This design comes from an exercise in tuning for small area and a short achievable clock period on the open sky130 flow, not from production work.
RTL that was checked went through simulation tests only; none was proved equivalent to the original.
Function not checked in runs 2 and 3: the RTL went through the layout flow alone.
Power and IR drop assume default switching activity.

<file path="design/flow/design.v">
`timescale 1ns / 1ps
module yaklasik_carpma(
    input clk,
    input rst,
    input [31:0] sayi1,
    input [31:0] sayi2,
    output [63:0] tahmini_sonuc
    );
    reg [1:0]  ph;           
    reg        ilk;          
    reg        ilkn;         
    reg [7:0]  ptr;          
    reg [7:0]  gecerli;      
    reg [7:0]  etiket [0:7];
    reg [63:0] veri [0:7];
    reg [7:0]  yaz;          
    reg [7:0]  isabet;       
    reg        son;          
    reg [63:0] cikis;        
    reg [7:0]  osec;         
    reg [31:0] ra;           
    reg [3:0]  rbt;          
    reg [7:0]  bir, iki, eks;   
    reg        ust;          
    reg [48:0] ts, tc;       
    reg [15:0] ls, lc;       
    wire [7:0] tag = {ra[31:28], rbt};
    reg  [7:0] esles;
    integer i;
    always @(*) begin
        for (i = 0; i < 8; i = i + 1)
            esles[i] = gecerli[i] && (etiket[i] == tag);
    end
    wire [15:0] yb = (ph == 2'd0) ? sayi2[15:0] : sayi2[31:16];
    wire [16:0] ybx = {yb, 1'b0};
    reg [7:0] bir_n, iki_n, eks_n;
    always @(*) begin
        for (i = 0; i < 8; i = i + 1) begin
            bir_n[i] = ybx[2*i+1] ^ ybx[2*i];
            iki_n[i] = (ybx[2*i+2] & ~ybx[2*i+1] & ~ybx[2*i]) |
                       (~ybx[2*i+2] & ybx[2*i+1] & ybx[2*i]);
            eks_n[i] = ybx[2*i+2];
        end
    end
    wire [32:0] pp0 = (({33{bir[0]}} & {1'b0, ra}) | ({33{iki[0]}} & {ra, 1'b0})) ^ {33{eks[0]}};
    wire [32:0] pp1 = (({33{bir[1]}} & {1'b0, ra}) | ({33{iki[1]}} & {ra, 1'b0})) ^ {33{eks[1]}};
    wire [32:0] pp2 = (({33{bir[2]}} & {1'b0, ra}) | ({33{iki[2]}} & {ra, 1'b0})) ^ {33{eks[2]}};
    wire [32:0] pp3 = (({33{bir[3]}} & {1'b0, ra}) | ({33{iki[3]}} & {ra, 1'b0})) ^ {33{eks[3]}};
    wire [32:0] pp4 = (({33{bir[4]}} & {1'b0, ra}) | ({33{iki[4]}} & {ra, 1'b0})) ^ {33{eks[4]}};
    wire [32:0] pp5 = (({33{bir[5]}} & {1'b0, ra}) | ({33{iki[5]}} & {ra, 1'b0})) ^ {33{eks[5]}};
    wire [32:0] pp6 = (({33{bir[6]}} & {1'b0, ra}) | ({33{iki[6]}} & {ra, 1'b0})) ^ {33{eks[6]}};
    wire [32:0] pp7 = (({33{bir[7]}} & {1'b0, ra}) | ({33{iki[7]}} & {ra, 1'b0})) ^ {33{eks[7]}};
    wire [31:0] pp8 = {32{ust}} & ra;
    wire [32:0] tsa = ts[48:16] & {33{~ilk}};
    wire [32:0] tca = tc[48:16] & {33{ilkn}};
    wire s1, k2;
    wire s3, k4;
    wire s5, k6;
    wire s7, k8;
    wire s9, k10;
    wire s11, k12;
    wire s13, k14;
    wire s15, k16;
    wire s17, k18;
    wire s19, k20;
    wire s21, k22;
    wire s23, k24;
    wire s25, k26;
    wire s27, k28;
    wire s29, k30;
    wire s31, k32;
    wire s33, k34;
    wire s35, k36;
    wire s37, k38;
    wire s39, k40;
    wire s41, k42;
    wire s43, k44;
    wire s45, k46;
    wire s47, k48;
    wire s49, k50;
    wire s51, k52;
    wire s53, k54;
    wire s55, k56;
    wire s57, k58;
    wire s59, k60;
    wire s61, k62;
    wire s63, k64;
    wire s65, k66;
    wire s67, k68;
    wire s69, k70;
    wire s71, k72;
    wire s73, k74;
    wire s75, k76;
    wire s77, k78;
    wire s79, k80;
    wire s81, k82;
    wire s83, k84;
    wire s85, k86;
    wire s87, k88;
    wire s89, k90;
    wire s91, k92;
    wire s93, k94;
    wire s95, k96;
    wire s97, k98;
    wire s99, k100;
    wire s101, k102;
    wire s103, k104;
    wire s105, k106;
    wire s107, k108;
    wire s109, k110;
    wire s111, k112;
    wire s113, k114;
    wire s115, k116;
    wire s117, k118;
    wire s119, k120;
    wire s121, k122;
    wire s123, k124;
    wire s125, k126;
    wire s127, k128;
    wire s129, k130;
    wire s131, k132;
    wire s133, k134;
    wire s135, k136;
    wire s137, k138;
    wire s139, k140;
    wire s141, k142;
    wire s143, k144;
    wire s145, k146;
    wire s147, k148;
    wire s149, k150;
    wire s151, k152;
    wire s153, k154;
    wire s155, k156;
    wire s157, k158;
    wire s159, k160;
    wire s161, k162;
    wire s163, k164;
    wire s165, k166;
    wire s167, k168;
    wire s169, k170;
    wire s171, k172;
    wire s173, k174;
    wire s175, k176;
    wire s177, k178;
    wire s179, k180;
    wire s181, k182;
    wire s183, k184;
    wire s185, k186;
    wire s187, k188;
    wire s189, k190;
    wire s191, k192;
    wire s193, k194;
    wire s195, k196;
    wire s197, k198;
    wire s199, k200;
    wire s201, k202;
    wire s203, k204;
    wire s205, k206;
    wire s207, k208;
    wire s209, k210;
    wire s211, k212;
    wire s213, k214;
    wire s215, k216;
    wire s217, k218;
    wire s219, k220;
    wire s221, k222;
    wire s223, k224;
    wire s225, k226;
    wire s227, k228;
    wire s229, k230;
    wire s231, k232;
    wire s233, k234;
    wire s235, k236;
    wire s237, k238;
    wire s239, k240;
    wire s241, k242;
    wire s243, k244;
    wire s245, k246;
    wire s247, k248;
    wire s249, k250;
    wire s251, k252;
    wire s253, k254;
    wire s255, k256;
    wire s257, k258;
    wire s259, k260;
    wire s261, k262;
    wire s263, k264;
    wire s265, k266;
    wire s267, k268;
    wire s269, k270;
    wire s271, k272;
    wire s273, k274;
    wire s275, k276;
    wire s277, k278;
    wire s279, k280;
    wire s281, k282;
    wire s283, k284;
    wire s285, k286;
    wire s287, k288;
    wire s289, k290;
    wire s291, k292;
    wire s293, k294;
    wire s295, k296;
    wire s297, k298;
    wire s299, k300;
    wire s301, k302;
    wire s303, k304;
    wire s305, k306;
    wire s307, k308;
    wire s309, k310;
    wire s311, k312;
    wire s313, k314;
    wire s315, k316;
    wire s317, k318;
    wire s319, k320;
    wire s321, k322;
    wire s323, k324;
    wire s325, k326;
    wire s327, k328;
    wire s329, k330;
    wire s331, k332;
    wire s333, k334;
    wire s335, k336;
    wire s337, k338;
    wire s339, k340;
    wire s341, k342;
    wire s343, k344;
    wire s345, k346;
    wire s347, k348;
    wire s349, k350;
    wire s351, k352;
    wire s353, k354;
    wire s355, k356;
    wire s357, k358;
    wire s359, k360;
    wire s361, k362;
    wire s363, k364;
    wire s365, k366;
    wire s367, k368;
    wire s369, k370;
    wire s371, k372;
    wire s373, k374;
    wire s375, k376;
    wire s377, k378;
    wire s379, k380;
    wire s381, k382;
    wire s383, k384;
    wire s385, k386;
    wire s387, k388;
    wire s389, k390;
    wire s391, k392;
    wire s393, k394;
    wire s395, k396;
    wire s397, k398;
    wire s399, k400;
    wire s401, k402;
    wire s403, k404;
    wire s405, k406;
    wire s407, k408;
    wire s409, k410;
    wire s411, k412;
    wire s413, k414;
    wire s415, k416;
    wire s417, k418;
    wire s419, k420;
    wire s421, k422;
    wire s423, k424;
    wire s425, k426;
    wire s427, k428;
    wire s429, k430;
    wire s431, k432;
    wire s433, k434;
    wire s435, k436;
    wire s437, k438;
    wire s439, k440;
    wire s441, k442;
    wire s443, k444;
    wire s445, k446;
    wire s447, k448;
    wire s449, k450;
    wire s451, k452;
    wire s453, k454;
    wire s455, k456;
    wire s457, k458;
    wire s459, k460;
    wire s461, k462;
    wire s463, k464;
    wire s465, k466;
    wire s467, k468;
    wire s469, k470;
    wire s471, k472;
    wire s473, k474;
    wire s475, k476;
    wire s477, k478;
    wire s479, k480;
    wire s481, k482;
    wire s483, k484;
    wire s485, k486;
    wire s487, k488;
    wire s489, k490;
    wire s491, k492;
    wire s493, k494;
    wire s495, k496;
    wire s497, k498;
    wire s499, k500;
    wire s501, k502;
    wire s503, k504;
    wire s505, k506;
    wire s507, k508;
    wire s509, k510;
    wire s511, k512;
    wire s513, k514;
    wire s515, k516;
    wire s517, k518;
    wire s519, k520;
    wire s521, k522;
    wire s523, k524;
    wire s525, k526;
    wire s527, k528;
    wire s529, k530;
    wire s531, k532;
    wire s533, k534;
    wire s535, k536;
    wire s537, k538;
    wire s539, k540;
    wire s541, k542;
    wire s543, k544;
    wire s545, k546;
    wire s547, k548;
    wire s549, k550;
    wire s551, k552;
    wire s553, k554;
    wire s555, k556;
    wire s557, k558;
    wire s559, k560;
    wire s561, k562;
    wire s563, k564;
    wire s565, k566;
    wire s567, k568;
    wire s569, k570;
    wire s571, k572;
    wire s573, k574;
    wire s575, k576;
    wire s577, k578;
    wire s579, k580;
    wire s581, k582;
    wire s583, k584;
    wire s585, k586;
    wire s587, k588;
    wire s589, k590;
    wire s591, k592;
    wire s593, k594;
    wire s595, k596;
    wire s597, k598;
    wire s599, k600;
    wire s601, k602;
    wire s603, k604;
    wire s605, k606;
    wire s607, k608;
    wire s609, k610;
    wire s611, k612;
    wire s613, k614;
    wire s615, k616;
    wire s617, k618;
    wire s619, k620;
    wire s621, k622;
    wire s623, k624;
    wire s625, k626;
    wire s627, k628;
    wire s629, k630;
    wire s631, k632;
    wire s633, k634;
    wire s635, k636;
    wire s637, k638;
    wire s639, k640;
    wire s641, k642;
    wire s643, k644;
    wire s645, k646;
    wire s647, k648;
    wire s649, k650;
    wire s651, k652;
    wire s653, k654;
    wire s655, k656;
    wire s657, k658;
    yarim_toplayici us1 (eks[6], tsa[12], s1, k2);
    yarim_toplayici us3 (tsa[13], tca[13], s3, k4);
    tam_toplayici us5 (eks[7], tsa[14], tca[14], s5, k6);
    yarim_toplayici us7 (pp0[14], pp1[12], s7, k8);
    tam_toplayici us9 (tsa[15], tca[15], pp0[15], s9, k10);
    yarim_toplayici us11 (pp1[13], pp2[11], s11, k12);
    tam_toplayici us13 (tsa[16], tca[16], pp8[0], s13, k14);
    tam_toplayici us15 (pp0[16], pp1[14], pp2[12], s15, k16);
    tam_toplayici us17 (tsa[17], tca[17], pp8[1], s17, k18);
    tam_toplayici us19 (pp0[17], pp1[15], pp2[13], s19, k20);
    yarim_toplayici us21 (pp3[11], pp4[9], s21, k22);
    tam_toplayici us23 (tsa[18], tca[18], pp8[2], s23, k24);
    tam_toplayici us25 (pp0[18], pp1[16], pp2[14], s25, k26);
    tam_toplayici us27 (pp3[12], pp4[10], pp5[8], s27, k28);
    tam_toplayici us29 (tsa[19], tca[19], pp8[3], s29, k30);
    tam_toplayici us31 (pp0[19], pp1[17], pp2[15], s31, k32);
    yarim_toplayici us33 (pp3[13], pp4[11], s33, k34);
    tam_toplayici us35 (tsa[20], tca[20], pp8[4], s35, k36);
    tam_toplayici us37 (pp0[20], pp1[18], pp2[16], s37, k38);
    tam_toplayici us39 (pp3[14], pp4[12], pp5[10], s39, k40);
    tam_toplayici us41 (tsa[21], tca[21], pp8[5], s41, k42);
    tam_toplayici us43 (pp0[21], pp1[19], pp2[17], s43, k44);
    yarim_toplayici us45 (pp3[15], pp4[13], s45, k46);
    tam_toplayici us47 (tsa[22], tca[22], pp8[6], s47, k48);
    tam_toplayici us49 (pp0[22], pp1[20], pp2[18], s49, k50);
    tam_toplayici us51 (pp3[16], pp4[14], pp5[12], s51, k52);
    tam_toplayici us53 (tsa[23], tca[23], pp8[7], s53, k54);
    tam_toplayici us55 (pp0[23], pp1[21], pp2[19], s55, k56);
    yarim_toplayici us57 (pp3[17], pp4[15], s57, k58);
    tam_toplayici us59 (tsa[24], tca[24], pp8[8], s59, k60);
    tam_toplayici us61 (pp0[24], pp1[22], pp2[20], s61, k62);
    tam_toplayici us63 (pp3[18], pp4[16], pp5[14], s63, k64);
    tam_toplayici us65 (tsa[25], tca[25], pp8[9], s65, k66);
    tam_toplayici us67 (pp0[25], pp1[23], pp2[21], s67, k68);
    yarim_toplayici us69 (pp3[19], pp4[17], s69, k70);
    tam_toplayici us71 (tsa[26], tca[26], pp8[10], s71, k72);
    tam_toplayici us73 (pp0[26], pp1[24], pp2[22], s73, k74);
    tam_toplayici us75 (pp3[20], pp4[18], pp5[16], s75, k76);
    tam_toplayici us77 (tsa[27], tca[27], pp8[11], s77, k78);
    tam_toplayici us79 (pp0[27], pp1[25], pp2[23], s79, k80);
    yarim_toplayici us81 (pp3[21], pp4[19], s81, k82);
    tam_toplayici us83 (tsa[28], tca[28], pp8[12], s83, k84);
    tam_toplayici us85 (pp0[28], pp1[26], pp2[24], s85, k86);
    tam_toplayici us87 (pp3[22], pp4[20], pp5[18], s87, k88);
    tam_toplayici us89 (tsa[29], tca[29], pp8[13], s89, k90);
    tam_toplayici us91 (pp0[29], pp1[27], pp2[25], s91, k92);
    yarim_toplayici us93 (pp3[23], pp4[21], s93, k94);
    tam_toplayici us95 (tsa[30], tca[30], pp8[14], s95, k96);
    tam_toplayici us97 (pp0[30], pp1[28], pp2[26], s97, k98);
    tam_toplayici us99 (pp3[24], pp4[22], pp5[20], s99, k100);
    tam_toplayici us101 (tsa[31], tca[31], pp8[15], s101, k102);
    tam_toplayici us103 (pp0[31], pp1[29], pp2[27], s103, k104);
    yarim_toplayici us105 (pp3[25], pp4[23], s105, k106);
    tam_toplayici us107 (tsa[32], tca[32], pp8[16], s107, k108);
    tam_toplayici us109 (pp0[32], pp1[30], pp2[28], s109, k110);
    tam_toplayici us111 (pp3[26], pp4[24], pp5[22], s111, k112);
    tam_toplayici us113 (~eks[0], pp8[17], pp1[31], s113, k114);
    yarim_toplayici us115 (pp2[29], pp3[27], s115, k116);
    tam_toplayici us117 (pp8[18], pp1[32], pp2[30], s117, k118);
    yarim_toplayici us119 (eks[3], tsa[6], s119, k120);
    yarim_toplayici us121 (tsa[7], tca[7], s121, k122);
    tam_toplayici us123 (eks[4], tsa[8], tca[8], s123, k124);
    yarim_toplayici us125 (pp0[8], pp1[6], s125, k126);
    tam_toplayici us127 (tsa[9], tca[9], pp0[9], s127, k128);
    yarim_toplayici us129 (pp1[7], pp2[5], s129, k130);
    tam_toplayici us131 (eks[5], tsa[10], tca[10], s131, k132);
    tam_toplayici us133 (pp0[10], pp1[8], pp2[6], s133, k134);
    yarim_toplayici us135 (pp3[4], pp4[2], s135, k136);
    tam_toplayici us137 (tsa[11], tca[11], pp0[11], s137, k138);
    tam_toplayici us139 (pp1[9], pp2[7], pp3[5], s139, k140);
    yarim_toplayici us141 (pp4[3], pp5[1], s141, k142);
    tam_toplayici us143 (tca[12], pp0[12], pp1[10], s143, k144);
    tam_toplayici us145 (pp2[8], pp3[6], pp4[4], s145, k146);
    tam_toplayici us147 (pp5[2], pp6[0], s1, s147, k148);
    tam_toplayici us149 (pp0[13], pp1[11], pp2[9], s149, k150);
    tam_toplayici us151 (pp3[7], pp4[5], pp5[3], s151, k152);
    tam_toplayici us153 (pp6[1], k2, s3, s153, k154);
    tam_toplayici us155 (pp2[10], pp3[8], pp4[6], s155, k156);
    tam_toplayici us157 (pp5[4], pp6[2], pp7[0], s157, k158);
    tam_toplayici us159 (k4, s5, s7, s159, k160);
    tam_toplayici us161 (pp3[9], pp4[7], pp5[5], s161, k162);
    tam_toplayici us163 (pp6[3], pp7[1], k6, s163, k164);
    tam_toplayici us165 (k8, s11, s9, s165, k166);
    tam_toplayici us167 (pp3[10], pp4[8], pp5[6], s167, k168);
    tam_toplayici us169 (pp6[4], pp7[2], k12, s169, k170);
    tam_toplayici us171 (s13, k10, s15, s171, k172);
    tam_toplayici us173 (pp5[7], pp6[5], pp7[3], s173, k174);
    tam_toplayici us175 (ilkn, s21, k14, s175, k176);
    tam_toplayici us177 (s17, k16, s19, s177, k178);
    tam_toplayici us179 (pp6[6], pp7[4], ilkn, s179, k180);
    tam_toplayici us181 (k22, k18, s23, s181, k182);
    tam_toplayici us183 (k20, s25, s27, s183, k184);
    tam_toplayici us185 (pp5[9], pp6[7], pp7[5], s185, k186);
    tam_toplayici us187 (s33, k24, s29, s187, k188);
    tam_toplayici us189 (k26, k28, s31, s189, k190);
    tam_toplayici us191 (pp6[8], pp7[6], ilkn, s191, k192);
    tam_toplayici us193 (k34, k30, s35, s193, k194);
    tam_toplayici us195 (k32, s37, s39, s195, k196);
    tam_toplayici us197 (pp5[11], pp6[9], pp7[7], s197, k198);
    tam_toplayici us199 (s45, k36, s41, s199, k200);
    tam_toplayici us201 (k38, k40, s43, s201, k202);
    tam_toplayici us203 (pp6[10], pp7[8], ilkn, s203, k204);
    tam_toplayici us205 (k46, k42, s47, s205, k206);
    tam_toplayici us207 (k44, s49, s51, s207, k208);
    tam_toplayici us209 (pp5[13], pp6[11], pp7[9], s209, k210);
    tam_toplayici us211 (s57, k48, s53, s211, k212);
    tam_toplayici us213 (k50, k52, s55, s213, k214);
    tam_toplayici us215 (pp6[12], pp7[10], ilkn, s215, k216);
    tam_toplayici us217 (k58, k54, s59, s217, k218);
    tam_toplayici us219 (k56, s61, s63, s219, k220);
    tam_toplayici us221 (pp5[15], pp6[13], pp7[11], s221, k222);
    tam_toplayici us223 (s69, k60, s65, s223, k224);
    tam_toplayici us225 (k62, k64, s67, s225, k226);
    tam_toplayici us227 (pp6[14], pp7[12], ilkn, s227, k228);
    tam_toplayici us229 (k70, k66, s71, s229, k230);
    tam_toplayici us231 (k68, s73, s75, s231, k232);
    tam_toplayici us233 (pp5[17], pp6[15], pp7[13], s233, k234);
    tam_toplayici us235 (s81, k72, s77, s235, k236);
    tam_toplayici us237 (k74, k76, s79, s237, k238);
    tam_toplayici us239 (pp6[16], pp7[14], ilkn, s239, k240);
    tam_toplayici us241 (k82, k78, s83, s241, k242);
    tam_toplayici us243 (k80, s85, s87, s243, k244);
    tam_toplayici us245 (pp5[19], pp6[17], pp7[15], s245, k246);
    tam_toplayici us247 (s93, k84, s89, s247, k248);
    tam_toplayici us249 (k86, k88, s91, s249, k250);
    tam_toplayici us251 (pp6[18], pp7[16], ilkn, s251, k252);
    tam_toplayici us253 (k94, k90, s95, s253, k254);
    tam_toplayici us255 (k92, s97, s99, s255, k256);
    tam_toplayici us257 (pp5[21], pp6[19], pp7[17], s257, k258);
    tam_toplayici us259 (s105, k96, s101, s259, k260);
    tam_toplayici us261 (k98, k100, s103, s261, k262);
    tam_toplayici us263 (pp6[20], pp7[18], ilkn, s263, k264);
    tam_toplayici us265 (k106, k102, s107, s265, k266);
    tam_toplayici us267 (k104, s109, s111, s267, k268);
    tam_toplayici us269 (pp4[25], pp5[23], pp6[21], s269, k270);
    tam_toplayici us271 (pp7[19], s115, k108, s271, k272);
    tam_toplayici us273 (k110, k112, s113, s273, k274);
    tam_toplayici us275 (pp3[28], pp4[26], pp5[24], s275, k276);
    tam_toplayici us277 (pp6[22], pp7[20], ilkn, s277, k278);
    tam_toplayici us279 (k116, k114, s117, s279, k280);
    tam_toplayici us281 (~eks[1], pp8[19], pp2[31], s281, k282);
    tam_toplayici us283 (pp3[29], pp4[27], pp5[25], s283, k284);
    tam_toplayici us285 (pp6[23], pp7[21], k118, s285, k286);
    tam_toplayici us287 (pp8[20], pp2[32], pp3[30], s287, k288);
    tam_toplayici us289 (pp4[28], pp5[26], pp6[24], s289, k290);
    yarim_toplayici us291 (pp7[22], ilkn, s291, k292);
    tam_toplayici us293 (~eks[2], pp8[21], pp3[31], s293, k294);
    tam_toplayici us295 (pp4[29], pp5[27], pp6[25], s295, k296);
    tam_toplayici us297 (pp8[22], pp3[32], pp4[30], s297, k298);
    yarim_toplayici us299 (pp5[28], pp6[26], s299, k300);
    tam_toplayici us301 (~eks[3], pp8[23], pp4[31], s301, k302);
    yarim_toplayici us303 (pp8[24], pp4[32], s303, k304);
    yarim_toplayici us305 (eks[1], tsa[2], s305, k306);
    yarim_toplayici us307 (tsa[3], tca[3], s307, k308);
    tam_toplayici us309 (eks[2], tsa[4], tca[4], s309, k310);
    yarim_toplayici us311 (pp0[4], pp1[2], s311, k312);
    tam_toplayici us313 (tsa[5], tca[5], pp0[5], s313, k314);
    yarim_toplayici us315 (pp1[3], pp2[1], s315, k316);
    tam_toplayici us317 (tca[6], pp0[6], pp1[4], s317, k318);
    tam_toplayici us319 (pp2[2], pp3[0], s119, s319, k320);
    tam_toplayici us321 (pp0[7], pp1[5], pp2[3], s321, k322);
    tam_toplayici us323 (pp3[1], k120, s121, s323, k324);
    tam_toplayici us325 (pp2[4], pp3[2], pp4[0], s325, k326);
    tam_toplayici us327 (k122, s123, s125, s327, k328);
    tam_toplayici us329 (pp3[3], pp4[1], k124, s329, k330);
    tam_toplayici us331 (k126, s129, s127, s331, k332);
    tam_toplayici us333 (pp5[0], k130, s131, s333, k334);
    tam_toplayici us335 (s135, k128, s133, s335, k336);
    tam_toplayici us337 (k132, k136, s141, s337, k338);
    tam_toplayici us339 (k134, s137, s139, s339, k340);
    tam_toplayici us341 (k142, k138, k140, s341, k342);
    tam_toplayici us343 (s143, s145, s147, s343, k344);
    tam_toplayici us345 (k144, k146, k148, s345, k346);
    tam_toplayici us347 (s149, s151, s153, s347, k348);
    tam_toplayici us349 (k150, k152, k154, s349, k350);
    tam_toplayici us351 (s155, s157, s159, s351, k352);
    tam_toplayici us353 (k156, k158, s161, s353, k354);
    tam_toplayici us355 (s163, k160, s165, s355, k356);
    tam_toplayici us357 (k162, s167, k164, s357, k358);
    tam_toplayici us359 (s169, k166, s171, s359, k360);
    tam_toplayici us361 (k168, s173, k170, s361, k362);
    tam_toplayici us363 (s175, k172, s177, s363, k364);
    tam_toplayici us365 (k174, s179, k176, s365, k366);
    tam_toplayici us367 (s181, k178, s183, s367, k368);
    tam_toplayici us369 (s185, k180, k182, s369, k370);
    tam_toplayici us371 (s187, k184, s189, s371, k372);
    tam_toplayici us373 (k186, s191, k188, s373, k374);
    tam_toplayici us375 (s193, k190, s195, s375, k376);
    tam_toplayici us377 (s197, k192, k194, s377, k378);
    tam_toplayici us379 (s199, k196, s201, s379, k380);
    tam_toplayici us381 (k198, s203, k200, s381, k382);
    tam_toplayici us383 (s205, k202, s207, s383, k384);
    tam_toplayici us385 (s209, k204, k206, s385, k386);
    tam_toplayici us387 (s211, k208, s213, s387, k388);
    tam_toplayici us389 (k210, s215, k212, s389, k390);
    tam_toplayici us391 (s217, k214, s219, s391, k392);
    tam_toplayici us393 (s221, k216, k218, s393, k394);
    tam_toplayici us395 (s223, k220, s225, s395, k396);
    tam_toplayici us397 (k222, s227, k224, s397, k398);
    tam_toplayici us399 (s229, k226, s231, s399, k400);
    tam_toplayici us401 (s233, k228, k230, s401, k402);
    tam_toplayici us403 (s235, k232, s237, s403, k404);
    tam_toplayici us405 (k234, s239, k236, s405, k406);
    tam_toplayici us407 (s241, k238, s243, s407, k408);
    tam_toplayici us409 (s245, k240, k242, s409, k410);
    tam_toplayici us411 (s247, k244, s249, s411, k412);
    tam_toplayici us413 (k246, s251, k248, s413, k414);
    tam_toplayici us415 (s253, k250, s255, s415, k416);
    tam_toplayici us417 (s257, k252, k254, s417, k418);
    tam_toplayici us419 (s259, k256, s261, s419, k420);
    tam_toplayici us421 (k258, s263, k260, s421, k422);
    tam_toplayici us423 (s265, k262, s267, s423, k424);
    tam_toplayici us425 (s269, k264, k266, s425, k426);
    tam_toplayici us427 (s271, k268, s273, s427, k428);
    tam_toplayici us429 (k270, s275, s277, s429, k430);
    tam_toplayici us431 (k272, k274, s279, s431, k432);
    tam_toplayici us433 (k276, s281, s283, s433, k434);
    tam_toplayici us435 (k278, k280, s285, s435, k436);
    tam_toplayici us437 (k282, k284, s287, s437, k438);
    tam_toplayici us439 (s289, s291, k286, s439, k440);
    tam_toplayici us441 (pp7[23], k288, k290, s441, k442);
    tam_toplayici us443 (k292, s293, s295, s443, k444);
    tam_toplayici us445 (pp7[24], ilkn, s299, s445, k446);
    tam_toplayici us447 (k294, k296, s297, s447, k448);
    tam_toplayici us449 (pp5[29], pp6[27], pp7[25], s449, k450);
    tam_toplayici us451 (k300, k298, s301, s451, k452);
    tam_toplayici us453 (pp5[30], pp6[28], pp7[26], s453, k454);
    tam_toplayici us455 (ilkn, s303, k302, s455, k456);
    tam_toplayici us457 (~eks[4], pp8[25], pp5[31], s457, k458);
    tam_toplayici us459 (pp6[29], pp7[27], k304, s459, k460);
    tam_toplayici us461 (pp8[26], pp5[32], pp6[30], s461, k462);
    yarim_toplayici us463 (pp7[28], ilkn, s463, k464);
    tam_toplayici us465 (~eks[5], pp8[27], pp6[31], s465, k466);
    yarim_toplayici us467 (pp8[28], pp6[32], s467, k468);
    yarim_toplayici us469 (eks[0], tsa[0], s469, k470);
    yarim_toplayici us471 (tsa[1], tca[1], s471, k472);
    tam_toplayici us473 (tca[2], pp0[2], pp1[0], s473, k474);
    tam_toplayici us475 (pp0[3], pp1[1], k306, s475, k476);
    tam_toplayici us477 (pp2[0], k308, s309, s477, k478);
    tam_toplayici us479 (k310, k312, s315, s479, k480);
    tam_toplayici us481 (k316, k314, s317, s481, k482);
    tam_toplayici us483 (k318, k320, s321, s483, k484);
    tam_toplayici us485 (k322, k324, s325, s485, k486);
    tam_toplayici us487 (k326, s329, k328, s487, k488);
    tam_toplayici us489 (k330, s333, k332, s489, k490);
    tam_toplayici us491 (k334, s337, k336, s491, k492);
    tam_toplayici us493 (k338, k340, s341, s493, k494);
    tam_toplayici us495 (k342, s345, k344, s495, k496);
    tam_toplayici us497 (k346, s349, k348, s497, k498);
    tam_toplayici us499 (k350, s353, k352, s499, k500);
    tam_toplayici us501 (k354, s357, k356, s501, k502);
    tam_toplayici us503 (k358, s361, k360, s503, k504);
    tam_toplayici us505 (k362, s365, k364, s505, k506);
    tam_toplayici us507 (k366, s369, k368, s507, k508);
    tam_toplayici us509 (k370, s373, k372, s509, k510);
    tam_toplayici us511 (k374, s377, k376, s511, k512);
    tam_toplayici us513 (k378, s381, k380, s513, k514);
    tam_toplayici us515 (k382, s385, k384, s515, k516);
    tam_toplayici us517 (k386, s389, k388, s517, k518);
    tam_toplayici us519 (k390, s393, k392, s519, k520);
    tam_toplayici us521 (k394, s397, k396, s521, k522);
    tam_toplayici us523 (k398, s401, k400, s523, k524);
    tam_toplayici us525 (k402, s405, k404, s525, k526);
    tam_toplayici us527 (k406, s409, k408, s527, k528);
    tam_toplayici us529 (k410, s413, k412, s529, k530);
    tam_toplayici us531 (k414, s417, k416, s531, k532);
    tam_toplayici us533 (k418, s421, k420, s533, k534);
    tam_toplayici us535 (k422, s425, k424, s535, k536);
    tam_toplayici us537 (s429, k426, k428, s537, k538);
    tam_toplayici us539 (s433, k430, k432, s539, k540);
    tam_toplayici us541 (k434, s437, k436, s541, k542);
    tam_toplayici us543 (k438, s441, s443, s543, k544);
    tam_toplayici us545 (s445, k442, k444, s545, k546);
    tam_toplayici us547 (s449, k446, k448, s547, k548);
    tam_toplayici us549 (k450, s453, k452, s549, k550);
    tam_toplayici us551 (k454, s457, s459, s551, k552);
    tam_toplayici us553 (k458, s461, s463, s553, k554);
    tam_toplayici us555 (pp7[29], k462, k464, s555, k556);
    tam_toplayici us557 (pp7[30], ilkn, s467, s557, k558);
    tam_toplayici us559 (~eks[6], pp8[29], pp7[31], s559, k560);
    yarim_toplayici us561 (pp8[30], pp7[32], s561, k562);
    yarim_toplayici us563 (tca[0], pp0[0], s563, k564);
    tam_toplayici us565 (pp0[1], k470, s471, s565, k566);
    tam_toplayici us567 (k472, s305, s473, s567, k568);
    tam_toplayici us569 (s307, k474, s475, s569, k570);
    tam_toplayici us571 (s311, k476, s477, s571, k572);
    tam_toplayici us573 (s313, k478, s479, s573, k574);
    tam_toplayici us575 (s319, k480, s481, s575, k576);
    tam_toplayici us577 (s323, k482, s483, s577, k578);
    tam_toplayici us579 (s327, k484, s485, s579, k580);
    tam_toplayici us581 (k486, s331, s487, s581, k582);
    tam_toplayici us583 (s335, k488, s489, s583, k584);
    tam_toplayici us585 (s339, k490, s491, s585, k586);
    tam_toplayici us587 (s343, k492, s493, s587, k588);
    tam_toplayici us589 (s347, k494, s495, s589, k590);
    tam_toplayici us591 (s351, k496, s497, s591, k592);
    tam_toplayici us593 (k498, s355, s499, s593, k594);
    tam_toplayici us595 (s359, k500, s501, s595, k596);
    tam_toplayici us597 (s363, k502, s503, s597, k598);
    tam_toplayici us599 (s367, k504, s505, s599, k600);
    tam_toplayici us601 (s371, k506, s507, s601, k602);
    tam_toplayici us603 (s375, k508, s509, s603, k604);
    tam_toplayici us605 (s379, k510, s511, s605, k606);
    tam_toplayici us607 (s383, k512, s513, s607, k608);
    tam_toplayici us609 (s387, k514, s515, s609, k610);
    tam_toplayici us611 (s391, k516, s517, s611, k612);
    tam_toplayici us613 (s395, k518, s519, s613, k614);
    tam_toplayici us615 (s399, k520, s521, s615, k616);
    tam_toplayici us617 (s403, k522, s523, s617, k618);
    tam_toplayici us619 (s407, k524, s525, s619, k620);
    tam_toplayici us621 (s411, k526, s527, s621, k622);
    tam_toplayici us623 (s415, k528, s529, s623, k624);
    tam_toplayici us625 (s419, k530, s531, s625, k626);
    tam_toplayici us627 (s423, k532, s533, s627, k628);
    tam_toplayici us629 (s427, k534, s535, s629, k630);
    tam_toplayici us631 (s431, k536, s537, s631, k632);
    tam_toplayici us633 (s435, k538, s539, s633, k634);
    tam_toplayici us635 (s439, k540, s541, s635, k636);
    tam_toplayici us637 (k440, s543, k542, s637, k638);
    tam_toplayici us639 (s447, k544, s545, s639, k640);
    tam_toplayici us641 (s451, k546, s547, s641, k642);
    tam_toplayici us643 (s455, k548, s549, s643, k644);
    tam_toplayici us645 (k456, s551, k550, s645, k646);
    tam_toplayici us647 (k460, s553, k552, s647, k648);
    tam_toplayici us649 (s465, k554, s555, s649, k650);
    tam_toplayici us651 (k466, s557, k556, s651, k652);
    tam_toplayici us653 (k468, s559, k558, s653, k654);
    tam_toplayici us655 (ilkn, s561, k560, s655, k656);
    tam_toplayici us657 (~eks[7], pp8[31], k562, s657, k658);
    wire [48:0] ns, nc;
    assign ns[0] = s563;
    assign nc[0] = s469;
    assign ns[1] = k564;
    assign nc[1] = s565;
    assign ns[2] = k566;
    assign nc[2] = s567;
    assign ns[3] = k568;
    assign nc[3] = s569;
    assign ns[4] = k570;
    assign nc[4] = s571;
    assign ns[5] = k572;
    assign nc[5] = s573;
    assign ns[6] = k574;
    assign nc[6] = s575;
    assign ns[7] = k576;
    assign nc[7] = s577;
    assign ns[8] = k578;
    assign nc[8] = s579;
    assign ns[9] = k580;
    assign nc[9] = s581;
    assign ns[10] = k582;
    assign nc[10] = s583;
    assign ns[11] = k584;
    assign nc[11] = s585;
    assign ns[12] = k586;
    assign nc[12] = s587;
    assign ns[13] = k588;
    assign nc[13] = s589;
    assign ns[14] = k590;
    assign nc[14] = s591;
    assign ns[15] = k592;
    assign nc[15] = s593;
    assign ns[16] = k594;
    assign nc[16] = s595;
    assign ns[17] = k596;
    assign nc[17] = s597;
    assign ns[18] = k598;
    assign nc[18] = s599;
    assign ns[19] = k600;
    assign nc[19] = s601;
    assign ns[20] = k602;
    assign nc[20] = s603;
    assign ns[21] = k604;
    assign nc[21] = s605;
    assign ns[22] = k606;
    assign nc[22] = s607;
    assign ns[23] = k608;
    assign nc[23] = s609;
    assign ns[24] = k610;
    assign nc[24] = s611;
    assign ns[25] = k612;
    assign nc[25] = s613;
    assign ns[26] = k614;
    assign nc[26] = s615;
    assign ns[27] = k616;
    assign nc[27] = s617;
    assign ns[28] = k618;
    assign nc[28] = s619;
    assign ns[29] = k620;
    assign nc[29] = s621;
    assign ns[30] = k622;
    assign nc[30] = s623;
    assign ns[31] = k624;
    assign nc[31] = s625;
    assign ns[32] = k626;
    assign nc[32] = s627;
    assign ns[33] = k628;
    assign nc[33] = s629;
    assign ns[34] = k630;
    assign nc[34] = s631;
    assign ns[35] = k632;
    assign nc[35] = s633;
    assign ns[36] = k634;
    assign nc[36] = s635;
    assign ns[37] = k636;
    assign nc[37] = s637;
    assign ns[38] = k638;
    assign nc[38] = s639;
    assign ns[39] = k640;
    assign nc[39] = s641;
    assign ns[40] = k642;
    assign nc[40] = s643;
    assign ns[41] = k644;
    assign nc[41] = s645;
    assign ns[42] = k646;
    assign nc[42] = s647;
    assign ns[43] = k648;
    assign nc[43] = s649;
    assign ns[44] = k650;
    assign nc[44] = s651;
    assign ns[45] = k652;
    assign nc[45] = s653;
    assign ns[46] = k654;
    assign nc[46] = s655;
    assign ns[47] = k656;
    assign nc[47] = s657;
    assign ns[48] = k658;
    assign nc[48] = 1'b0;
    wire [7:0] okusec = son ? isabet : osec;
    reg [63:0] okunan;
    always @(*) begin
        okunan = 64'd0;
        for (i = 0; i < 8; i = i + 1)
            okunan = okunan | ({64{okusec[i]}} & veri[i]);
    end
    wire [63:0] carpim = {ts[47:0], ls} + {tc[47:0], lc};
    wire [63:0] cikis_y = okunan | ({64{son && isabet == 8'd0}} & carpim);
    wire [63:0] cikis_n;
    sifirla usif[63:0] (.d(cikis_y), .r(rst), .q(cikis_n));
    always @(posedge clk) begin
        ra <= sayi1;
        rbt <= sayi2[31:28];
        bir <= bir_n;
        iki <= iki_n;
        eks <= eks_n;
        ust <= yb[15];
        ts <= ns;
        tc <= nc;
        ls <= ts[15:0];
        lc <= tc[15:0];
        isabet <= esles;
        yaz <= (ph == 2'd2 && esles == 8'd0) ? ptr : 8'd0;
        cikis <= cikis_n;
        if (rst) begin
            ph <= 2'd0;
            ilk <= 1'b0;
            ilkn <= 1'b1;
            son <= 1'b0;
            osec <= 8'd0;
            ptr <= 8'd1;
            gecerli <= 8'd0;
        end else begin
            ph <= ph + 2'd1;
            ilk <= (ph == 2'd0);
            ilkn <= (ph != 2'd0);
            son <= (ph == 2'd2);
            if (son) begin
                osec <= (isabet == 8'd0) ? ptr : isabet;
                if (isabet == 8'd0) begin
                    gecerli <= gecerli | ptr;
                    ptr <= {ptr[6:0], ptr[7]};
                end
            end
        end
    end
    always @(posedge clk) begin
        for (i = 0; i < 8; i = i + 1)
            if (yaz[i]) begin
                veri[i] <= carpim;
                etiket[i] <= tag;
            end
    end
    assign tahmini_sonuc = cikis;
endmodule
module tam_toplayici(input a, input b, input c, output s, output co);
    assign s = a ^ b ^ c;
    assign co = (a & b) | (a & c) | (b & c);
endmodule
module sifirla(input d, input r, output q);
    assign q = d & ~r;
endmodule
module yarim_toplayici(input a, input b, output s, output co);
    assign s = a ^ b;
    assign co = a & b;
endmodule
</file>
<file path="design/flow/flow/run.sh">
#!/bin/bash
# The standard layout, with two changes to how it is made:
# - timing repair aims at a tighter slack target (repair_timing -setup_margin),
#   so that it also works on paths that already meet the clock period;
# - the port buffers are plain buf_1 cells (repair resizes them as needed).
set -euo pipefail
export SETUP_SLACK_MARGIN=7.5
export BUFFER_PORTS_ARGS="-buffer_cell sky130_fd_sc_hd__buf_1"
bash standard.sh > standard_run.log 2>&1
</file>
<file path="design/flow/standard.sh">
#!/bin/bash
# synth_recipe.tcl (not shown) runs the flow's synth.tcl, then flattens the netlist and writes it again
# the make line also repeats each setting of config.mk as NAME=value (left out here)
make -C /OpenROAD-flow-scripts/flow DESIGN_CONFIG=/design/flow/config.mk WORK_HOME=/design/flow/orfs CLKGATE_MAP_FILE= SYNTH_SCRIPT=/design/flow/synth_recipe.tcl "${@:-finish}"
</file>
<file path="design/flow/config.mk">
export PLATFORM = sky130hd
export DESIGN_NAME = yaklasik_carpma
export DESIGN_NICKNAME = yaklasik_carpma
export VERILOG_FILES = /design/flow/design.v
export SDC_FILE = /design/flow/constraint.sdc
export NUM_CORES = 4
export LEC_CHECK = 0
export CAP_MARGIN = 20
export CORE_MARGIN = 2
export CORE_UTILIZATION = 30
export CTS_CLUSTER_DIAMETER = 120
export CTS_CLUSTER_SIZE = 22
export SLEW_MARGIN = 20
export SYNTH_HIERARCHICAL = 1
export SYNTH_MINIMUM_KEEP_SIZE = 0
</file>
<file path="design/flow/constraint.sdc">
create_clock -name core_clock -period 11.0 [get_ports {clk}]
set_input_delay 2.2000 -clock core_clock [delete_from_list [all_inputs] [get_ports {clk}]]
set_output_delay 2.2000 -clock core_clock [all_outputs]
set_load 0.01 [all_outputs]
</file>
==> flow_metrics.env, run 1 <==
export IMPL_status="timing/DRC/antenna clean"
export IMPL_die_width_um=390
export IMPL_cts_tree="done"
export IMPL_seq_area_frac_synth=0.520
export IMPL_p_switching_w=0.00756
export IMPL_synth_compound_area_share=0.132
export IMPL_dr_pass1_iters=6
export IMPL_power_frac_seq=0.327
export IMPL_syn_area_um2=44800
export IMPL_routed_wl_um=126000
export IMPL_grt_pass1_vias=28500
export IMPL_p_total_w=0.0177
export IMPL_ys_types=83
export IMPL_synth_top_family_by_area="adder cells"
export IMPL_worstSkewPairLatency_ns=0.69
export IMPL_cp_start_kind="flip-flop"
export IMPL_setup_viol=0
export IMPL_critPathKind="reg -> reg"
export IMPL_die_h_um=390
export IMPL_drc_errors=0
export IMPL_max_cap_viol_count=0
export IMPL_cts_buffers=48
export IMPL_skew_ns=0.0602
export IMPL_cts_root_buf="clkbuf_16"
export IMPL_synthArstFlopShare=0
export IMPL_synthAdderAreaFrac=0.160
export IMPL_avgSynthCellArea_um2=13.4
export IMPL_cp_arrival_ns=4.03
export IMPL_p_leak_nw=16.5
export IMPL_fmax_mhz=289
export IMPL_yosysTopAreaCell="edfxtp_1"
export IMPL_wl_per_cell_um=23.7
export IMPL_drv_slew=0
export IMPL_cts_sinks=874
export IMPL_clk_pin_slew_worst_paths_ns=0.10
export IMPL_syn_num_nets=3810
export IMPL_dieArea_um2=152000
export IMPL_area_growth_syn_to_layout_pct=10.8
export IMPL_portBuffers=129
export IMPL_io_pins=130
export IMPL_track_usage=0.161
export IMPL_p_sw_frac=0.427
export IMPL_hpwl_um=78300
export IMPL_core_um2=148000
export IMPL_via_per_inst=5.31
export IMPL_setup_tns_final_ns=0
export IMPL_relSlewSlack=0.287
export IMPL_cp_max_fo=8
export IMPL_grt_pass1_wl_um=187000
export IMPL_drt_iter0_drc=2628
export IMPL_worst_pin_slew_ns=1.07
export IMPL_place_gp_congestion=0.869
export IMPL_synth_area_mux_share=0.00632
export IMPL_synth_common_cells="576 x edfxtp_1, 377 x a22oi_1, 340 x xnor2_1"
export IMPL_rsz0062_at_grt="yes"
export IMPL_synth_edf_count=576
export IMPL_initial_core_util=0.302
export IMPL_netlist_area_leader_share=0.386
export IMPL_cp_data_required_time_ns=11.57
export IMPL_hold_path_class="reg -> reg"
export IMPL_vias=28300
export IMPL_finalCritPeriodShare=0.314
export IMPL_synth_area_leaders="edfxtp_1 39%, dfxtp_1 13%, fa_1 13%"
export IMPL_final_nets=3809
export IMPL_p_int_w=0.0101
export IMPL_grt_overflow=0
export IMPL_irDropWorstVdd_uv=181
export IMPL_postSynthCellCount=3349
export IMPL_worst_hold_slack_ns=0.361
export IMPL_layout_drive_gt1_share=0.105
export IMPL_clockPowerShare=0.111
export IMPL_synthXorXnorAreaFrac=0.0771
export IMPL_yosysMostFrequentCell="edfxtp_1"
export IMPL_p_comb_frac=0.562
export IMPL_grt_max_degree=66
export IMPL_synth_ff_type="edfxtp_1"
export IMPL_ys_seq_elements=874
export IMPL_yosysWarningCount=9
export IMPL_powerDensity_nw_per_um2=357
export IMPL_rows=141
export IMPL_synth_simple_area_share=0.0781
export IMPL_critPathCaptureType="flip-flop"
export IMPL_htree_levels=2
export IMPL_drtAntennaViolNets=0
export IMPL_finalHoldViolCount=0
export IMPL_clockBufferDepth=3
export IMPL_antenna_found_initial=6
export IMPL_min_period_ns=3.45
[registers in the layout (all words and copies together), names as in the netlist, 16 cells and up]
signal,flops
ra,32
cikis,64
tc,48
lc,16
ts,49
ls,16
veri,512
etiket,64
[power by group through the flow]
stage,clock network (W),registers (W),logic [W]
3_5_place_dp,0,0.00589,0.00926
5_1_grt,0.00212,0.00581,0.0111
4_1_cts,0.00202,0.00579,0.00948
3_3_place_gp,0,0.00588,0.00900
6_report,0.00196,0.00579,0.00996
2_1_floorplan,0,0.00560,0.00650
[modules after synthesis, one instance, submodules excluded]
module	cell area, um2	times used
yaklasik_carpma	37500	1
tam_toplayici	20.0	297
sifirla	13.8	64
yarim_toplayici	12.5	32
[metal layers]
metal	track usage	up-vias	part of all wire
li1	-	12300	-
met5	0	-	0.0013
met4	0.0348	12	0.020
met2	0.253	1245	0.46
met3	0.0344	179	0.081
met1	0.228	14500	0.44
[cell type report]
| cell class | instances | area (um2) |
|---|---|---|
| clock buffer | 77 | 1310 |
| multi-input combinational | 2191 | 20700 |
| timing repair buffer | 209 | 1470 |
| sequential | 874 | 23400 |
| fill | 14500 | 98400 |
| clock inverter | 10 | 130 |
| inverter | 24 | 90.1 |
| antenna | 3 | 7.51 |
| tap | 1930 | 2410 |
[layout by cell type, fill, tap and decap left out, drive strengths merged, types with 5 or more instances in the layout]
cell | synthesis | routed
edfxtp | 576 | 576
o31ai | 5 | 5
and3 | 13 | 13
mux2i | 17 | 17
a221oi | 71 | 71
a21oi | 112 | 112
a22oi | 377 | 377
a211oi | 9 | 9
buf | 51 | 203
nand2 | 150 | 150
a22o | 64 | 64
inv | 24 | 30
nand4 | 69 | 69
o21a | 11 | 11
o21ai | 60 | 60
mux2 | 10 | 10
nand3 | 42 | 42
o211ai | 10 | 10
nor2b | 102 | 102
nor4 | 14 | 14
and2 | 81 | 81
a21boi | 7 | 7
nor2 | 62 | 62
xnor2 | 340 | 340
or3 | 6 | 6
nor3 | 14 | 14
xor2 | 53 | 53
o21bai | 13 | 13
a21o | 40 | 40
fa | 298 | 298
ha | 97 | 97
clkbuf | 209 | 83
dfxtp | 298 | 298
[per-stage QoR]
step / instances / util / setup slack, ns / instance area (um2)
2_1_floorplan: 3349 / - / 7.47 / 44900
3_3_place_gp: 5192 / 0.317 / 6.56 / 47000
3_5_place_dp: 5192 / 0.317 / 6.50 / 47000
4_1_cts: 5288 / 0.330 / 7.47 / 48800
5_1_grt: 5315 / 0.335 / 7.41 / 49600
6_report: 5318 / 0.335 / 7.55 / 49600
[worst max-delay path, cell delays in order, from the launching register on]
cell and delay (ns):
dfxtp_4 0.41, buf_4 0.20, a22oi_1 0.23, xnor2_1 0.14, fa_2 0.60, fa_2 0.44, fa_2 0.41, fa_1 0.53
fa_1 0.42
[cell families (layout without fill, tap and decap cells)]
kind of cell / count (synthesis) / count (layout)
other cells: 1 / 4
fa+ha+maj: 395 / 395
buf+inv: 284 / 320
simple gates: 568 / 568
mux: 27 / 27
flops: 874 / 874
xor+xnor: 393 / 393
compound gates: 807 / 807
[worst paths after layout]
kind | from | end | slack, ns | depth (start not counted)
setup / recovery | bir[0] | tc[28] | 7.55 | 8
hold / removal | ts[15] | ls[15] | 0.36 | 0
setup reg to reg | bir[0] | tc[28] | 7.55 | 8
hold reg to reg | ts[15] | ls[15] | 0.36 | 0
[timing repair]
| action | 4_1_cts | 5_1_grt |
|---|---|---|
| setup buffers | 9 | 25 |
| pin swaps | 0 | 10 |
| cloned | 0 | 2 |
| hold buffers | 0 | 0 |
| resized for setup | 77 | 111 |
| setup endpoints to repair | 147 | 197 |
==> inputs of run 2 (changes only) <==
--- a/design/flow/design.v
+++ b/design/flow/design.v
@@ -24,5 +24,5 @@
     reg        ust;          
     reg [48:0] ts, tc;       
-    reg [15:0] ls, lc;       
+    reg [16:0] lt;           
     wire [7:0] tag = {ra[31:28], rbt};
     reg  [7:0] esles;
@@ -811,5 +811,5 @@
     assign ns[48] = k658;
     assign nc[48] = 1'b0;
-    wire [7:0] okusec = son ? isabet : osec;
+    wire [7:0] okusec = (son ? isabet : osec) & {8{~rst}};
     reg [63:0] okunan;
     always @(*) begin
@@ -818,8 +818,7 @@
             okunan = okunan | ({64{okusec[i]}} & veri[i]);
     end
-    wire [63:0] carpim = {ts[47:0], ls} + {tc[47:0], lc};
-    wire [63:0] cikis_y = okunan | ({64{son && isabet == 8'd0}} & carpim);
-    wire [63:0] cikis_n;
-    sifirla usif[63:0] (.d(cikis_y), .r(rst), .q(cikis_n));
+    wire [47:0] ust48 = ts[47:0] + tc[47:0] + {47'd0, lt[16]};
+    wire [63:0] carpim = {ust48, lt[15:0]};
+    wire [63:0] cikis_n = okunan | ({64{son && !rst && isabet == 8'd0}} & carpim);
     always @(posedge clk) begin
         ra <= sayi1;
@@ -831,6 +830,5 @@
         ts <= ns;
         tc <= nc;
-        ls <= ts[15:0];
-        lc <= tc[15:0];
+        lt <= {1'b0, ts[15:0]} + {1'b0, tc[15:0]};
         isabet <= esles;
         yaz <= (ph == 2'd2 && esles == 8'd0) ? ptr : 8'd0;
@@ -871,7 +869,4 @@
     assign co = (a & b) | (a & c) | (b & c);
 endmodule
-module sifirla(input d, input r, output q);
-    assign q = d & ~r;
-endmodule
 module yarim_toplayici(input a, input b, output s, output co);
     assign s = a ^ b;
==> run 2 against run 1 <==
Effect of this change:
- still clean on timing, DRC and antenna
- die area decreased by 4.8%
- total power is 1.1% lower
- combinational power barely moved
- maximum frequency decreased by 2.3%
- sequential power decreased by 5.9%
- non-clock buffer count increased by 25
- worst hold slack gained 0.083 ns
- cell count is 3.9% lower
- synthesized cell count shrank 6.0%
- sequential share of layout area up 0.80 points
- first-iteration DRC count fell by 0.27%
- utilization is 0.62 points higher
- highest routed layer unchanged
==> flow_metrics.env, run 2 <==
export IMPL_cp_arrival_ns=4.01
export IMPL_p_leak_nw=16.2
export IMPL_final_nets=3631
export IMPL_grt_overflow=0
export IMPL_place_gp_congestion=0.905
export IMPL_rsz0062_at_grt="yes"
export IMPL_cp_max_fo=16
export IMPL_area_growth_syn_to_layout_pct=13.1
export IMPL_layout_drive_gt1_share=0.109
export IMPL_grt_pass1_vias=27200
export IMPL_finalCritPeriodShare=0.322
export IMPL_biggestRegsByFlops="veri x512, cikis x64, etiket x64"
export IMPL_final_cell_mix="576 x edfxtp_1, 340 x a22oi_1, 313 x xnor2_1"
export IMPL_rows=138
export IMPL_synth_edf_count=576
export IMPL_finalHoldViolCount=0
export IMPL_setup_tns_final_ns=0
export IMPL_setup_viol=0
export IMPL_avgSynthCellArea_um2=13.5
export IMPL_wl_per_cell_um=24.9
export IMPL_drc_errors=0
export IMPL_yosysMostFrequentCell="edfxtp_1"
export IMPL_drt_iter0_drc=2621
export IMPL_powerDensity_nw_per_um2=363
export IMPL_worst_hold_slack_ns=0.444
export IMPL_die_width_um=381
export IMPL_worstSkewPairLatency_ns=0.67
export IMPL_hpwl_um=76100
export IMPL_drtAntennaViolNets=0
export IMPL_antenna_found_initial=1
export IMPL_cp_data_required_time_ns=11.48
export IMPL_htree_levels=2
export IMPL_cts_root_buf="clkbuf_16"
export IMPL_grt_pass1_wl_um=186000
export IMPL_vias=26900
export IMPL_netlist_area_leader_share=0.406
export IMPL_power_frac_seq=0.311
export IMPL_drv_slew=0
export IMPL_max_cap_viol_count=0
export IMPL_routed_wl_um=127000
export IMPL_syn_num_nets=3595
export IMPL_path_common_cell="fa_1"
export IMPL_fmax_mhz=283
export IMPL_yosysWarningCount=9
export IMPL_portBuffers=129
export IMPL_yosysTopAreaCell="edfxtp_1"
export IMPL_p_int_w=0.00989
export IMPL_die_h_um=381
export IMPL_crit_slowest_cell="fa_1"
export IMPL_track_usage=0.170
export IMPL_design_area_um2=48200
export IMPL_relSlewSlack=0.250
export IMPL_initial_core_util=0.302
export IMPL_regMostFlops="veri"
export IMPL_skew_ns=0.0662
export IMPL_cts_buffers=47
export IMPL_utilization=0.341
export IMPL_ys_seq_elements=859
export IMPL_fillers=13700
export IMPL_status="timing/DRC/antenna clean"
export IMPL_worst_pin_slew_ns=1.12
export IMPL_cp_start_kind="flip-flop"
export IMPL_cp_slowest_stage_delay_ns=0.54
export IMPL_critPathKind="reg -> reg"
export IMPL_num_antenna_cells=0
export IMPL_ys_types=58
export IMPL_seq_area_frac_synth=0.539
export IMPL_p_switching_w=0.00762
export IMPL_p_comb_frac=0.578
export IMPL_path_cells="buf_12 > a22oi_2 > xnor2_1 > fa_1 > fa_1 > fa_2 > fa_1 > fa_1"
export IMPL_critPathBufInv=1
export IMPL_cts_sinks=859
export IMPL_synthArstFlopShare=0
export IMPL_postSynthCellCount=3148
export IMPL_irDropWorstVdd_uv=312
export IMPL_p_sw_frac=0.435
export IMPL_syn_area_um2=42600
export IMPL_critPathCaptureType="flip-flop"
export IMPL_synth_common_cells="576 x edfxtp_1, 376 x a22oi_1, 328 x xnor2_1"
export IMPL_clockBufferDepth=3
export IMPL_io_pins=130
export IMPL_layout_commonest_cell="edfxtp_1"
export IMPL_cts_tree="done"
export IMPL_dieArea_um2=145000
export IMPL_crit_family="adder cells"
export IMPL_core_um2=141000
export IMPL_synth_ff_type="edfxtp_1"
export IMPL_grt_max_degree=66
export IMPL_hold_path_class="reg -> reg"
export IMPL_min_period_ns=3.54
export IMPL_largest_reg_flops=512
export IMPL_place_area_um2=44900
export IMPL_synth_area_leaders="edfxtp_1 41%, fa_1 14%, dfxtp_1 13%"
export IMPL_clockPowerShare=0.111
export IMPL_via_per_inst=5.25
export IMPL_dr_pass1_iters=6
export IMPL_clk_pin_slew_worst_paths_ns=0.10
-- run 2: worst reg2reg max path, stage by stage, from the launching register on --
cell     delay, ns
dfxtp_4       0.37
buf_12        0.18
a22oi_2       0.13
xnor2_1       0.27
fa_1          0.48
fa_1          0.54
fa_2          0.37
fa_1          0.48
fa_1          0.52
-- run 2: final timing paths --
kind                            startpoint      to  slack, ns  cells after the start
worst max-delay path                bir[0]  tc[21]       7.46                      8
worst min-delay path                 ph[0]   ph[0]       0.44                      1
worst max register to register      bir[0]  tc[21]       7.46                      8
worst min register to register       ph[0]   ph[0]       0.44                      1
-- run 2: metal layers --
| layer | track usage | wire length, um | up-vias | share of wire |
|---|---|---|---|---|
| li1 | - | - | 11600 | - |
| met1 | 0.234 | 55300 | 13900 | 0.43 |
| met2 | 0.278 | 59300 | 1160 | 0.47 |
| met3 | 0.0249 | 8960 | 207 | 0.070 |
| met4 | 0.0484 | 3660 | 2 | 0.029 |
| met5 | 0 | 10 | - | 0.000079 |
-- run 2: power by group through the flow --
| stage | Combinational [W] | Sequential (W) | Clock, W |
|---|---|---|---|
| CTS | 0.00967 | 0.00545 | 0.00198 |
| finish | 0.0101 | 0.00545 | 0.00194 |
| floorplan | 0.00586 | 0.00531 | 0 |
| detailed placement | 0.00941 | 0.00558 | 0 |
| global route | 0.0111 | 0.00549 | 0.00209 |
| global placement | 0.00923 | 0.00557 | 0 |
-- run 2: layout make-up --
cell class                      instances  area (um2)  area share
Sequential cell                       859       23200       0.481
Multi-Input combinational cell       1999       19100       0.395
Clock inverter                          9         180     0.00374
Inverter                               43         161     0.00335
Tap cell                             1890        2360      0.0491
Timing Repair Buffer                  234        1970      0.0409
Clock buffer                           79        1300      0.0269
-- run 2: logic make-up (layout without fill, tap and decap cells) --
logic type,count (synthesis),after routing,synth area share
DFF,859,859,0.539
AOI/OAI and AO/OA,732,732,0.126
and+or+nand+nor,457,459,0.0550
xor gates and xnor gates,393,393,0.0808
adders and majority gates,381,381,0.165
buffers and inverters,292,365,0.0268
muxes,33,33,0.00781
other,1,1,0.0000880
-- run 2: timing repair --
action                                  CTS  global route
gates cloned                              6             4
hold buffers                              0             0
endpoints found under the setup margin  215           157
buffers inserted                         31            21
gates resized for setup                 157            82
pin swaps                                 9            50
hold endpoints to repair                  0             0
-- run 2: per-stage QoR --
stage	setup WS [ns]	total power [W]	std cells
floorplan	7.42	0.0112	3148
detailed placement	6.01	0.0150	4963
global route	7.40	0.0186	5113
CTS	7.50	0.0171	5088
finish	7.46	0.0175	5113
global placement	6.02	0.0148	4963
-- run 2: modules after synthesis, one instance, submodules excluded --
module / copies in the design / cell area (um2) / flops+latches
yaklasik_carpma: 1 / 36300 / 859
tam_toplayici: 297 / 20.0 / 0
yarim_toplayici: 32 / 12.5 / 0
==> inputs of run 3 (changes only) <==
--- a/design/flow/config.mk
+++ b/design/flow/config.mk
@@ -10,5 +10,5 @@
 export CORE_UTILIZATION = 30
 export CTS_CLUSTER_DIAMETER = 120
-export CTS_CLUSTER_SIZE = 22
+export CTS_CLUSTER_SIZE = 26
 export SLEW_MARGIN = 20
 export SYNTH_HIERARCHICAL = 1
==> run 3 against run 2 <==
Effect of this change:
- maximum frequency is 0.20% lower
- sequential share of layout area is 0.17 points higher
- die area stayed put
- first-iteration DRC count is 5.3% higher
==> flow_metrics.env, run 3 <==
export IMPL_synth_common_cells="576 x edfxtp_1, 376 x a22oi_1, 328 x xnor2_1"
export IMPL_biggestRegsByFlops="veri x512, cikis x64, etiket x64"
export IMPL_area_growth_syn_to_layout_pct=12.7
export IMPL_synth_area_leaders="edfxtp_1 41%, fa_1 14%, dfxtp_1 13%"
export IMPL_core_um2=141000
export IMPL_drt_iter0_drc=2761
export IMPL_multi_input_area_um2=18900
export IMPL_critPathCaptureType="flip-flop"
export IMPL_grt_overflow=0
export IMPL_syn_num_nets=3595
export IMPL_cp_startpoint="bir[0]"
export IMPL_synth_ff_type="edfxtp_1"
export IMPL_drtAntennaViolNets=0
export IMPL_cts_tree="done"
export IMPL_synthArstFlopShare=0
export IMPL_synth_edf_count=576
export IMPL_r2r_end="tc[21]"
export IMPL_hpwl_um=76100
export IMPL_grt_pass1_wl_um=184000
export IMPL_antenna_found_initial=2
export IMPL_layout_commonest_cell="edfxtp_1"
export IMPL_fin_ws_ns=7.46
export IMPL_powerDensity_nw_per_um2=363
export IMPL_synth_compound_area_share=0.126
export IMPL_dieArea_um2=145000
export IMPL_cp_start_kind="flip-flop"
export IMPL_ctsHoldBuffers=0
export IMPL_regMostFlops="veri"
export IMPL_place_gp_congestion=0.905
export IMPL_reg2reg_slack_ns=7.46
export IMPL_grt_pass1_vias=27100
export IMPL_finalHoldViolCount=0
export IMPL_max_cap_viol_count=0
export IMPL_io_pins=130
export IMPL_grt_max_degree=66
export IMPL_netlist_area_leader_share=0.406
export IMPL_worstReg2RegStart="bir[0]"
export IMPL_htree_levels=2
export IMPL_seq_area_frac_synth=0.539
export IMPL_die_width_um=381
export IMPL_rows=138
export IMPL_min_period_ns=3.54
export IMPL_r2r_cells=8
export IMPL_p_leak_nw=16.1
export IMPL_cp_data_required_time_ns=11.51
export IMPL_cts_buffers=42
export IMPL_drv_slew=0
export IMPL_cts_sinks=859
export IMPL_clockBufferDepth=3
export IMPL_die_h_um=381
export IMPL_yosysTopAreaCell="edfxtp_1"
export IMPL_syn_area_um2=42600
export IMPL_setup_tns_final_ns=0
export IMPL_regArea_um2=23200
export IMPL_status="timing/DRC/antenna clean"
export IMPL_fmax_mhz=282
export IMPL_rsz0062_at_grt="yes"
export IMPL_worst_hold_slack_ns=0.437
export IMPL_clk_pin_slew_worst_paths_ns=0.10
export IMPL_synth_simple_area_share=0.0550
export IMPL_drc_errors=0
export IMPL_largest_reg_flops=512
export IMPL_portBuffers=129
export IMPL_cp_endpoint="tc[21]"
export IMPL_synth_area_mux_share=0.00781
export IMPL_place_ws_ns=6.01
export IMPL_hold_path_class="reg -> reg"
export IMPL_utilization=0.340
export IMPL_worstSkewPairLatency_ns=0.66
export IMPL_routed_wl_um=128000
export IMPL_vias=26900
export IMPL_final_cell_mix="576 x edfxtp_1, 354 x a22oi_1, 319 x xnor2_1"
export IMPL_synthXorXnorAreaFrac=0.0808
export IMPL_yosysWarningCount=9
export IMPL_irDropWorstVdd_uv=315
export IMPL_skew_ns=0.0475
export IMPL_ys_types=58
export IMPL_critPathKind="reg -> reg"
export IMPL_ys_seq_elements=859
export IMPL_track_usage=0.169
export IMPL_synthAdderAreaFrac=0.165
export IMPL_fillers=13700
export IMPL_finalCritPeriodShare=0.322
export IMPL_setup_viol=0
export IMPL_yosysMostFrequentCell="edfxtp_1"
export IMPL_cts_root_buf="clkbuf_16"
export IMPL_layout_drive_gt1_share=0.0992
export IMPL_worst_pin_slew_ns=1.14
export IMPL_synth_top_family_by_area="adder cells"
export IMPL_cp_max_fo=16
export IMPL_cp_arrival_ns=4.05
export IMPL_dr_pass1_iters=6
export IMPL_postSynthCellCount=3148
export IMPL_final_nets=3631
export IMPL_initial_core_util=0.302
export IMPL_relSlewSlack=0.234
export IMPL_wl_per_cell_um=25.1
export IMPL_avgSynthCellArea_um2=13.5
export IMPL_via_per_inst=5.26
==> run 3: area by class of cell <==
cell class | instances | share of cell area
flip-flops and latches | 859 | 0.482
multi-input cells | 1999 | 0.394
well taps | 1890 | 0.0492
repair buffers | 239 | 0.0434
clock buffers | 67 | 0.0241
clock inverters | 10 | 0.00365
inverters | 43 | 0.00336
diodes | 1 | 0.0000521
==> run 3: metal layers <==
layer,track usage,wire length [um]
met4,0.0534,4040
met2,0.272,59500
met3,0.0354,10400
met1,0.228,54000
met5,0,35
==> run 3: what timing repair did <==
| item | 4_1_cts | 5_1_grt |
|---|---|---|
| endpoints found under the setup margin | 215 | 165 |
| pin swaps | 3 | 31 |
| gates resized for setup | 127 | 81 |
| gates cloned | 4 | 7 |
| buffers inserted | 25 | 31 |
==> run 3: critical path, stage by stage (launching register included) <==
cell and delay [ns]:
dfxtp_4 0.37, buf_12 0.15, a22oi_1 0.22, xnor2_1 0.14, fa_2 0.62, fa_2 0.48, fa_1 0.41, fa_1 0.52
fa_1 0.47
==> run 3: worst min-delay path by stage <==
stage / startpoint / endpoint / slack [ns] / depth (start not counted)
2_1_floorplan: ph[0] / ph[0] / 0.39 / 1
3_3_place_gp: ph[0] / ph[0] / 0.40 / 1
3_5_place_dp: ph[0] / ph[0] / 0.40 / 1
4_1_cts: ph[0] / ph[0] / 0.42 / 1
5_1_grt: ph[0] / ph[0] / 0.44 / 1
6_report: ph[0] / ph[0] / 0.44 / 1
==> run 3: per-module statistics from Yosys (local to each module, per instance) <==
module / times used / area (um2) / flip-flops and latches
yaklasik_carpma: 1 / 36300 / 859
tam_toplayici: 297 / 20.0 / 0
yarim_toplayici: 32 / 12.5 / 0
==> run 3: kinds of logic after synthesis <==
family | Yosys count
other cells | 1
fa+ha+maj | 381
compound gates | 732
xor+xnor | 393
mux | 33
simple gates | 457
buf+inv | 292
flops | 859
==> run 3: stage by stage <==
step	total power (W)	area, um2	instances
final	0.0174	48000	5108
after detailed placement	0.0150	44900	4963
after CTS	0.0170	47200	5069
after floorplan	0.0112	42700	3148
after global routing	0.0186	48000	5107
after global placement	0.0148	44900	4963
==> run 3: report_power, final <==
group	internal, W	switching, W
Clock	0.000764	0.00107
Sequential	0.00510	0.000349
Combinational	0.00395	0.00619

## static timing again, ports no longer ideal
No port has a modelled driver above. Below, the same layouts with a new extraction and two added sets of constraints.
Step 1: set_driving_cell puts a clkbuf_16 on clk and a buf_2 on each other input, an assumption about the parent block.
Step 2 times the ports against the registers' clock, not the clock port: input delays grow and output delays shrink by t, the midpoint of the rising clock arrivals with the driver on.
Three values: ideal ports, drivers, drivers and shift; two values: the first two.
run	t (ns)	slack for setup (ns)	worst setup path after step 2	latest minus earliest clock arrival (ns)
run 1	0.729	7.546 / 7.546 / 6.943	input to register	0.060 / 0.060
run 2	0.709	7.463 / 7.461 / 6.828	input to register	0.067 / 0.067
run 3	0.706	7.456 / 7.450 / 6.817	input to register	0.047 / 0.048
After both steps every run listed still meets setup and hold. The setup slack of run 3, which loses most, moves by -0.006 ns with the drivers and by -0.639 ns with both steps.
